This is an optimization exercise on Yosys and OpenROAD, whose aim is small area, not a production implementation. In this exercise RTL edits were held to simulation tests only and were not proved equivalent to the original. Power is estimated from default activity; no workload was simulated.

==> 12-02: inputs <==
## fc_top
module fc_top(
	input wire clk,
	input wire rst_n,
	input wire valid_i,
	input wire [9*8-1:0] data_in,
	input wire [9*8-1:0] weight1,
	input wire [9*8-1:0] weight2,
	input wire [31:0] bias,
	output wire valid_o,
	output wire [7:0] data1_o,
	output wire [7:0] data2_o
);
Settings: LEC_CHECK=0, CAP_MARGIN=20, CORE_MARGIN=2, CORE_UTILIZATION=40, PLACE_DENSITY=0.6, SLEW_MARGIN=20, SYNTH_HIERARCHICAL=1, SYNTH_MINIMUM_KEEP_SIZE=0; clock period 8.0 ns.
standard.sh (not shown) runs the stock make flow with config.mk's settings and CLKGATE_MAP_FILE= SYNTH_SCRIPT=/design/flow/synth_recipe.tcl, a recipe that flattens the netlist after the stock synthesis.
==> flow/flow/run.sh <==
#!/bin/bash
# The standard layout (standard.sh) with two changes: the port buffers are the
# smallest plain buffer cell instead of ORFS's default choice, and clock tree
# synthesis uses clkbuf_8 buffers and no dummy loads.
set -euo pipefail
export BUFFER_PORTS_ARGS="-buffer_cell sky130_fd_sc_hd__buf_1"
export CTS_ARGS="-sink_clustering_enable -repair_clock_nets -dont_use_dummy_load -buf_list sky130_fd_sc_hd__clkbuf_8"
bash standard.sh > standard.log 2>&1
==> inputs of 06-01, as changes to 12-02 <==
--- a/flow/design.v
+++ b/flow/design.v
@@ -1,19 +1,27 @@
 module pe_fc(
 	input [7:0] xn,
 	input [7:0] wn,
 	input act,
 	input load,
+	input loadn,
 	input [15:0] bias,
 	input [23:0] acc,
 	input [2:0] cb,
 	output [23:0] acc_n,
 	output [2:0] cb_n
 );
-wire [23:0] kb = {4'b0111, 3'b000, ~bias[15], bias};
-wire [23:0] base = load ? kb : acc;
-wire [2:0] cbg = cb & {3{~load}};
+wire [23:0] base;
+genvar gb;
+generate for (gb = 0; gb < 16; gb = gb + 1) begin: BASE
+	ao u_ao(.a(bias[gb]), .sa(load), .b(acc[gb]), .sb(loadn), .y(base[gb]));
+end endgenerate
+assign base[16] = (load & ~bias[15]) | (loadn & acc[16]);
+assign base[19:17] = acc[19:17] & {3{loadn}};
+assign base[22:20] = acc[22:20] | {3{load}};
+assign base[23] = acc[23] & loadn;
+wire [2:0] cbg = cb & {3{loadn}};
 wire p_0_0 = ~(xn[0] | wn[0]);
 wire p_0_1 = ~(xn[1] | wn[0]);
 wire p_0_2 = ~(xn[2] | wn[0]);
 wire p_0_3 = ~(xn[3] | wn[0]);
 wire p_0_4 = ~(xn[4] | wn[0]);
@@ -272,14 +280,14 @@
 fa u14 (.a(sa[9]), .b(sa[8]), .c(sa[6]), .s(n13), .co(n14));
 wire n15, n16;
 fa u16 (.a(sa[10]), .b(sa[9]), .c(sa[7]), .s(n15), .co(n16));
 wire n17, n18;
 fa u18 (.a(sa[11]), .b(sa[10]), .c(sa[8]), .s(n17), .co(n18));
-wire n19 = sa[1] & sa[0];
+wire n19 = sa[1] | sa[0];
 wire n20;
 mj u20 (.a(sa[2]), .b(sa[1]), .c(n19), .y(n20));
-wire n21 = n1 & n20;
+wire n21 = n1 | n20;
 wire n22;
 mj u22 (.a(n2), .b(n3), .c(n21), .y(n22));
 wire n23;
 mj u23 (.a(n4), .b(n5), .c(n22), .y(n23));
 wire n24;
@@ -351,23 +359,39 @@
 wire n79, n80;
 fa u80 (.a(sc[22]), .b(sc[23]), .c(n78), .s(n79), .co(n80));
 assign r_a_n = n29;
 assign r_b_n = n51;
 assign tb_n = {n50, n48, n46};
-wire [27:15] t = {sc[23], n80, n79, n77, n75, n73, n71, n69, n67, n65, tb};
-wire in_range = (&t[27:22]) | ~(|t[27:22]);
-assign q = in_range ? t[22:15] : (t[27] ? 8'h80 : 8'h7f);
+wire [27:15] tn = {sc[23], n80, n79, n77, n75, n73, n71, n69, n67, n65, tb};
+wire in_range = (&tn[27:22]) | ~(|tn[27:22]);
+assign q = in_range ? ~tn[22:15] : (tn[27] ? 8'h7f : 8'h80);
+endmodule
+module ao(input a, input sa, input b, input sb, output y);
+assign y = (a & sa) | (b & sb);
+endmodule
+module xo(input a, input b, output y);
+assign y = a ^ b;
+endmodule
+module aoi(input a, input sa, input b, input sb, output y);
+assign y = ~((a | sb) & (b | sa));
 endmodule
 module xmux(input [8:0] sel, input [71:0] d, output [7:0] xn);
 genvar j;
 generate for (j = 0; j < 8; j = j + 1) begin: BIT
-	wire a = ~((sel[0] & d[j]) | (sel[1] & d[8 + j]) | (sel[2] & d[16 + j]));
-	wire b = ~((sel[3] & d[24 + j]) | (sel[4] & d[32 + j]) | (sel[5] & d[40 + j]));
-	wire c = ~((sel[6] & d[48 + j]) | (sel[7] & d[56 + j]) | (sel[8] & d[64 + j]));
-	assign xn[j] = a & b & c;
+	wire a, b, c;
+	aoi222 u_a(.a1(sel[0]), .b1(d[j]), .a2(sel[1]), .b2(d[8 + j]), .a3(sel[2]), .b3(d[16 + j]), .y(a));
+	aoi222 u_b(.a1(sel[3]), .b1(d[24 + j]), .a2(sel[4]), .b2(d[32 + j]), .a3(sel[5]), .b3(d[40 + j]), .y(b));
+	aoi222 u_c(.a1(sel[6]), .b1(d[48 + j]), .a2(sel[7]), .b2(d[56 + j]), .a3(sel[8]), .b3(d[64 + j]), .y(c));
+	and3m u_and(.a(a), .b(b), .c(c), .y(xn[j]));
 end endgenerate
 endmodule
+module aoi222(input a1, input b1, input a2, input b2, input a3, input b3, output y);
+assign y = ~((a1 & b1) | (a2 & b2) | (a3 & b3));
+endmodule
+module and3m(input a, input b, input c, output y);
+assign y = a & b & c;
+endmodule
 module fa(input a, input b, input c, output s, output co);
 assign s = a ^ b ^ c;
 assign co = (a & b) | (a & c) | (b & c);
 endmodule
 module ha(input a, input b, output s, output co);
@@ -406,53 +430,82 @@
 		num_cnt <= 5'd0;
 	else if (valid_i)
 		num_cnt <= num_cnt + 5'd1;
 end
 assign valid_o = (cnt == 4'd13) && (num_cnt == 5'd0);
+wire valid_n = ~valid_i;
 reg [63:0] w1_sr, w2_sr;
+wire [63:0] w1_sr_n, w2_sr_n;
+genvar gw;
+generate for (gw = 0; gw < 56; gw = gw + 1) begin: WSR
+	aoi u_aoi1(.a(weight1[gw + 8]), .sa(valid_i), .b(w1_sr[gw + 8]), .sb(valid_n), .y(w1_sr_n[gw]));
+	aoi u_aoi2(.a(weight2[gw + 8]), .sa(valid_i), .b(w2_sr[gw + 8]), .sb(valid_n), .y(w2_sr_n[gw]));
+end endgenerate
+assign w1_sr_n[63:56] = weight1[71:64];
+assign w2_sr_n[63:56] = weight2[71:64];
 always @(posedge clk) begin
-	if (valid_i) begin
-		w1_sr <= weight1[71:8];
-		w2_sr <= weight2[71:8];
-	end else begin
-		w1_sr <= {weight1[71:64], w1_sr[63:8]};
-		w2_sr <= {weight2[71:64], w2_sr[63:8]};
-	end
+	w1_sr <= w1_sr_n;
+	w2_sr <= w2_sr_n;
 end
 wire act = valid_i | ((cnt != 4'd0) && (cnt <= 4'd8));
 wire [8:0] dsel;
 assign dsel[0] = valid_i;
 genvar gk;
 generate for (gk = 1; gk < 9; gk = gk + 1) begin: DSEL
 	assign dsel[gk] = (cnt == gk);
 end endgenerate
 wire [7:0] pe_xn;
 xmux u_xmux(.sel(dsel), .d(data_in), .xn(pe_xn));
-wire [7:0] pe_wn1 = ~(valid_i ? weight1[7:0] : w1_sr[7:0]);
-wire [7:0] pe_wn2 = ~(valid_i ? weight2[7:0] : w2_sr[7:0]);
+wire winv = (cnt == 4'd1) || (cnt == 4'd3) || (cnt == 4'd5) || (cnt == 4'd7) || (cnt == 4'd8);
+wire [7:0] pe_wn1, pe_wn2;
+generate for (gw = 0; gw < 8; gw = gw + 1) begin: WOP
+	wire m1, m2;
+	aoi u_aoi1(.a(weight1[gw]), .sa(valid_i), .b(w1_sr[gw]), .sb(valid_n), .y(m1));
+	aoi u_aoi2(.a(weight2[gw]), .sa(valid_i), .b(w2_sr[gw]), .sb(valid_n), .y(m2));
+	xo u_xo1(.a(m1), .b(winv), .y(pe_wn1[gw]));
+	xo u_xo2(.a(m2), .b(winv), .y(pe_wn2[gw]));
+end endgenerate
 wire load = (num_cnt == 5'd0) && ((cnt == 4'd0) || (cnt == 4'd13));
+wire load_n = ~load;
 reg [23:0] acc1, acc2;
 reg [2:0] cb1, cb2;
 wire [23:0] acc1_n, acc2_n;
 wire [2:0] cb1_n, cb2_n;
 pe_fc u_pe_fc1(
-	.xn(pe_xn), .wn(pe_wn1), .act(act), .load(load), .bias(bias[15:0]),
+	.xn(pe_xn), .wn(pe_wn1), .act(act), .load(load), .loadn(load_n), .bias(bias[15:0]),
 	.acc(acc1), .cb(cb1), .acc_n(acc1_n), .cb_n(cb1_n)
 );
 pe_fc u_pe_fc2(
-	.xn(pe_xn), .wn(pe_wn2), .act(act), .load(load), .bias(bias[31:16]),
+	.xn(pe_xn), .wn(pe_wn2), .act(act), .load(load), .loadn(load_n), .bias(bias[31:16]),
 	.acc(acc2), .cb(cb2), .acc_n(acc2_n), .cb_n(cb2_n)
 );
 always @(posedge clk) begin
 	acc1 <= acc1_n;
 	acc2 <= acc2_n;
 	cb1 <= cb1_n;
 	cb2 <= cb2_n;
 end
-wire [11:0] rs_a = (cnt == 4'd10) ? acc1[11:0] : acc2[11:0];
-wire [17:8] rs_b = (cnt == 4'd11) ? acc1[17:8] : acc2[17:8];
-wire [23:14] rs_c = (cnt == 4'd12) ? acc1[23:14] : acc2[23:14];
+reg s10, s11, s12;
+always @(posedge clk) begin
+	s10 <= (cnt == 4'd9);
+	s11 <= (cnt == 4'd10);
+	s12 <= (cnt == 4'd11);
+end
+wire s10_n = ~s10, s11_n = ~s11, s12_n = ~s12;
+wire [11:0] rs_a;
+wire [17:8] rs_b;
+wire [23:14] rs_c;
+genvar gr;
+generate for (gr = 0; gr < 12; gr = gr + 1) begin: RSA
+	aoi u_aoi(.a(acc1[gr]), .sa(s10), .b(acc2[gr]), .sb(s10_n), .y(rs_a[gr]));
+end endgenerate
+generate for (gr = 8; gr < 18; gr = gr + 1) begin: RSB
+	aoi u_aoi(.a(acc1[gr]), .sa(s11), .b(acc2[gr]), .sb(s11_n), .y(rs_b[gr]));
+end endgenerate
+generate for (gr = 14; gr < 24; gr = gr + 1) begin: RSC
+	aoi u_aoi(.a(acc1[gr]), .sa(s12), .b(acc2[gr]), .sb(s12_n), .y(rs_c[gr]));
+end endgenerate
 reg rs_ra, rs_rb;
 reg [17:15] rs_tb;
 reg [7:0] q1;
 wire rs_ra_n, rs_rb_n;
 wire [17:15] rs_tb_n;
==> flow/flow/run.sh (replaced) <==
#!/bin/bash
# The standard layout (standard.sh) with two changes: the port buffers are the
# smallest plain buffer cell instead of ORFS's default choice, and clock tree
# synthesis uses clkbuf_8 buffers, clusters of up to 14 sinks and no dummy loads.
set -euo pipefail
export BUFFER_PORTS_ARGS="-buffer_cell sky130_fd_sc_hd__buf_1"
export CTS_ARGS="-sink_clustering_enable -sink_clustering_size 14 -sink_clustering_max_diameter 150 -repair_clock_nets -dont_use_dummy_load -buf_list sky130_fd_sc_hd__clkbuf_8"
bash standard.sh > standard.log 2>&1
- CORE_UTILIZATION: 40 -> 60
- PLACE_DENSITY: 0.6 -> 0.75
==> qor summary <==
Area fraction of the dominant cell type after synthesis: 12-02 31.1%; 06-01 34.4%
Wire length on met2: 12-02 14300 microns; 06-01 14300 microns
Compound-cell area share of the yosys netlist: 12-02 5.06%; 06-01 16.1%
Number of tap instances: 12-02 396; 06-01 234
Number of distinct library cells after synthesis: 12-02 45; 06-01 38
Post-synthesis mux area share: 12-02 18.1%; 06-01 0%
First-pass DRT Iterations: 12-02 7; 06-01 6
Area post-placement: 12-02 13500 sq um; 06-01 12500 sq um
Multi-input comb cells: 12-02 658; 06-01 668
Worst-case clock skew: 12-02 0.0647 ns; 06-01 0.0489 ns
Number of standard cells after synthesis: 12-02 995; 06-01 980
Critical Path Start: 12-02 cnt[0]; 06-01 s12
Fill cell total of the finished layout: 12-02 2912; 06-01 1454
Total non-filler cell area in the finished layout: 12-02 14100 sq um; 06-01 12700 sq um
Global-route met1 utilization: 12-02 22.8%; 06-01 38.5%
Status: 12-02 timing/DRC/antenna clean; 06-01 timing/DRC/antenna clean
Sum of met3 wire segment lengths after detailed routing: 12-02 2380 microns; 06-01 2180 microns
Wirelength, routed: 12-02 29400 microns; 06-01 28900 microns

========
==> lagoon: inputs <==
fc_top, a different RTL version from the one above (not shown whole).
==> module fc_top, before the edit <==
module fc_top(
	input wire clk,
	input wire rst_n,
	input wire valid_i,
	input wire [9*8-1:0] data_in,
	input wire [9*8-1:0] weight1,
	input wire [9*8-1:0] weight2,
	input wire [31:0] bias,
	output wire valid_o,
	output wire [7:0] data1_o,
	output wire [7:0] data2_o
);
reg [3:0] cnt;
reg [4:0] num_cnt;
always @(posedge clk or negedge rst_n) begin
	if (!rst_n)
		cnt <= 4'd0;
	else if (valid_i)
		cnt <= 4'd1;
	else if (cnt == 4'd13)
		cnt <= 4'd0;
	else if (cnt != 4'd0)
		cnt <= cnt + 4'd1;
end
always @(posedge clk or negedge rst_n) begin
	if (!rst_n)
		num_cnt <= 5'd0;
	else if (valid_i)
		num_cnt <= num_cnt + 5'd1;
end
assign valid_o = (cnt == 4'd13) && (num_cnt == 5'd0);
wire valid_n = ~valid_i;
reg [63:0] w1_sr, w2_sr;
wire [63:0] w1_sr_n, w2_sr_n;
genvar gw;
generate for (gw = 0; gw < 56; gw = gw + 1) begin: WSR
	aoi u_aoi1(.a(weight1[gw + 8]), .sa(valid_i), .b(w1_sr[gw + 8]), .sb(valid_n), .y(w1_sr_n[gw]));
	aoi u_aoi2(.a(weight2[gw + 8]), .sa(valid_i), .b(w2_sr[gw + 8]), .sb(valid_n), .y(w2_sr_n[gw]));
end endgenerate
assign w1_sr_n[63:56] = weight1[71:64];
assign w2_sr_n[63:56] = weight2[71:64];
always @(posedge clk) begin
	w1_sr <= w1_sr_n;
	w2_sr <= w2_sr_n;
end
wire act = valid_i | ((cnt != 4'd0) && (cnt <= 4'd8));
wire [8:0] dsel;
assign dsel[0] = valid_i;
genvar gk;
generate for (gk = 1; gk < 9; gk = gk + 1) begin: DSEL
	assign dsel[gk] = (cnt == gk);
end endgenerate
wire [7:0] pe_xn;
xmux u_xmux(.sel(dsel), .d(data_in), .xn(pe_xn));
wire winv = (cnt == 4'd1) || (cnt == 4'd3) || (cnt == 4'd5) || (cnt == 4'd7) || (cnt == 4'd8);
wire [7:0] pe_wn1, pe_wn2;
generate for (gw = 0; gw < 8; gw = gw + 1) begin: WOP
	wire m1, m2;
	aoi u_aoi1(.a(weight1[gw]), .sa(valid_i), .b(w1_sr[gw]), .sb(valid_n), .y(m1));
	aoi u_aoi2(.a(weight2[gw]), .sa(valid_i), .b(w2_sr[gw]), .sb(valid_n), .y(m2));
	xo u_xo1(.a(m1), .b(winv), .y(pe_wn1[gw]));
	xo u_xo2(.a(m2), .b(winv), .y(pe_wn2[gw]));
end endgenerate
wire load = (num_cnt == 5'd0) && ((cnt == 4'd0) || (cnt == 4'd13));
wire load_n = ~load;
reg [23:0] acc1, acc2;
reg [2:0] cb1, cb2;
wire [23:0] acc1_n, acc2_n;
wire [2:0] cb1_n, cb2_n;
pe_fc u_pe_fc1(
	.xn(pe_xn), .wn(pe_wn1), .act(act), .load(load), .loadn(load_n), .bias(bias[15:0]),
	.acc(acc1), .cb(cb1), .acc_n(acc1_n), .cb_n(cb1_n)
);
pe_fc u_pe_fc2(
	.xn(pe_xn), .wn(pe_wn2), .act(act), .load(load), .loadn(load_n), .bias(bias[31:16]),
	.acc(acc2), .cb(cb2), .acc_n(acc2_n), .cb_n(cb2_n)
);
always @(posedge clk) begin
	acc1 <= acc1_n;
	acc2 <= acc2_n;
	cb1 <= cb1_n;
	cb2 <= cb2_n;
end
reg s10, s11, s12;
always @(posedge clk) begin
	s10 <= (cnt == 4'd9);
	s11 <= (cnt == 4'd10);
	s12 <= (cnt == 4'd11);
end
wire s10_n = ~s10, s11_n = ~s11, s12_n = ~s12;
wire [11:0] rs_a;
wire [17:8] rs_b;
wire [23:14] rs_c;
genvar gr;
generate for (gr = 0; gr < 12; gr = gr + 1) begin: RSA
	aoi u_aoi(.a(acc1[gr]), .sa(s10), .b(acc2[gr]), .sb(s10_n), .y(rs_a[gr]));
end endgenerate
generate for (gr = 8; gr < 18; gr = gr + 1) begin: RSB
	aoi u_aoi(.a(acc1[gr]), .sa(s11), .b(acc2[gr]), .sb(s11_n), .y(rs_b[gr]));
end endgenerate
generate for (gr = 14; gr < 24; gr = gr + 1) begin: RSC
	aoi u_aoi(.a(acc1[gr]), .sa(s12), .b(acc2[gr]), .sb(s12_n), .y(rs_c[gr]));
end endgenerate
reg rs_ra, rs_rb;
reg [17:15] rs_tb;
reg [7:0] q1;
wire rs_ra_n, rs_rb_n;
wire [17:15] rs_tb_n;
wire [7:0] rs_q;
rescale u_rescale(
	.sa(rs_a), .sb(rs_b), .sc(rs_c), .r_a(rs_ra), .r_b(rs_rb), .tb(rs_tb),
	.r_a_n(rs_ra_n), .r_b_n(rs_rb_n), .tb_n(rs_tb_n), .q(rs_q)
);
always @(posedge clk) begin
	rs_ra <= rs_ra_n;
	rs_rb <= rs_rb_n;
	rs_tb <= rs_tb_n;
	q1 <= rs_q;
end
assign data1_o = q1;
assign data2_o = rs_q;
endmodule
clock: 8.0 ns
lec_check: 0
cap_margin: 20
core_margin: 2
core_utilization: 70
place_density: 0.85
slew_margin: 20
synth_hierarchical: 1
synth_minimum_keep_size: 0
==> flow/flow/run.sh <==
#!/bin/bash
# The standard layout (standard.sh) with two changes: the port buffers are the
# smallest plain buffer cell instead of ORFS's default choice, and clock tree
# synthesis uses clkbuf_8 buffers, clusters of up to 14 sinks and no dummy loads.
set -euo pipefail
export BUFFER_PORTS_ARGS="-buffer_cell sky130_fd_sc_hd__buf_1"
export CTS_ARGS="-sink_clustering_enable -sink_clustering_size 14 -sink_clustering_max_diameter 150 -repair_clock_nets -dont_use_dummy_load -buf_list sky130_fd_sc_hd__clkbuf_8"
bash standard.sh > standard.log 2>&1
==> inputs of fjord, as changes to lagoon <==
--- a/flow/design.v
+++ b/flow/design.v
@@ -475,8 +475,2 @@
 );
-always @(posedge clk) begin
-	acc1 <= acc1_n;
-	acc2 <= acc2_n;
-	cb1 <= cb1_n;
-	cb2 <= cb2_n;
-end
 reg s10, s11, s12;
@@ -503,3 +497,2 @@
 reg [17:15] rs_tb;
-reg [7:0] q1;
 wire rs_ra_n, rs_rb_n;
@@ -515,5 +508,17 @@
 	rs_tb <= rs_tb_n;
-	q1 <= rs_q;
 end
-assign data1_o = q1;
+wire keep_q1 = s12 && (num_cnt == 5'd0);
+wire keep_q1_n = ~keep_q1;
+wire [23:0] acc1_d;
+assign acc1_d[15:0] = acc1_n[15:0];
+generate for (gw = 0; gw < 8; gw = gw + 1) begin: Q1
+	ao u_ao(.a(rs_q[gw]), .sa(keep_q1), .b(acc1_n[16 + gw]), .sb(keep_q1_n), .y(acc1_d[16 + gw]));
+end endgenerate
+always @(posedge clk) begin
+	acc1 <= acc1_d;
+	acc2 <= acc2_n;
+	cb1 <= cb1_n;
+	cb2 <= cb2_n;
+end
+assign data1_o = acc1[23:16];
 assign data2_o = rs_q;
- CORE_UTILIZATION: 70 -> 40
- PLACE_DENSITY: 0.85 -> 0.6
==> comparison table <==
quantity	fjord	lagoon
Final WS setup	0.383 ns	0.316 ns
Data arrival time at the worst-slack endpoint	6.02 ns	6.08 ns
Outcome	timing/DRC/antenna clean	timing/DRC/antenna clean
XOR/XNOR Fraction of Synth Area	1.77%	1.76%
Post-placement cell count	1561	1390
Clk pwr	0.489 mW	0.522 mW
Filler instances	2715	1052
Global-route met1 utilization	26.5%	41.3%
Part of the power in registers	24.2%	24.9%
Syn_area_per_cell	11.6 um2	11.7 um2
Seq area share	31.7%	33.3%
Post-synth net total	1429	1419
Die outline height	173 um	132 um
Number of clock buffers inserted by TritonCTS	17	18
Switching part of the total power	42.9%	42.5%
Post-DR wirelength/cell	19.9 um	21.0 um
Fraction of met2 tracks used by global routing	35.8%	59.3%
Share of final-layout standard cells stronger than drive strength 1	7.58%	7.21%
FF+latch count	199	207
Power dissipated in sequential cells	1.49 mW	1.53 mW
Placeable core area	0.0279 mm2	0.0159 mm2
Non-clock buffer count	300	293
Sequential standard cell area	0.00403 mm2	0.00419 mm2
Post-synthesis async set-or-reset flop share	4.52%	4.35%
Pleak	4.98 nW	4.96 nW

==> what the ideal ports hide <==
The results above use ideal ports. As a check the final layouts listed here were re-extracted and re-timed, cells and wires unchanged.
Step 1: set_driving_cell puts a clkbuf_16 on clk and a buf_2 on each other input, an assumption about the parent block.
Step 2 times the ports against the registers' clock, not the clock port: input delays grow and output delays shrink by t, the midpoint of the rising clock arrivals with the driver on.
a / b / c = ideal / step 1 / step 2; a / b = the first two.
run	t (ns)	setup slack, ns	slew at the worst register clock pin (ns)
12-02	0.553	0.178 / 0.132 / 0.659	0.06 / 0.06
06-01	0.554	0.399 / 0.356 / 0.277	0.10 / 0.10
lagoon	0.533	0.316 / 0.276 / 0.510	0.10 / 0.10
fjord	0.502	0.383 / 0.337 / 0.598	0.12 / 0.12
After both steps every run listed still meets setup and hold. The setup slack of 06-01, which loses most, moves by -0.043 ns with the drivers and by -0.122 ns with both steps.
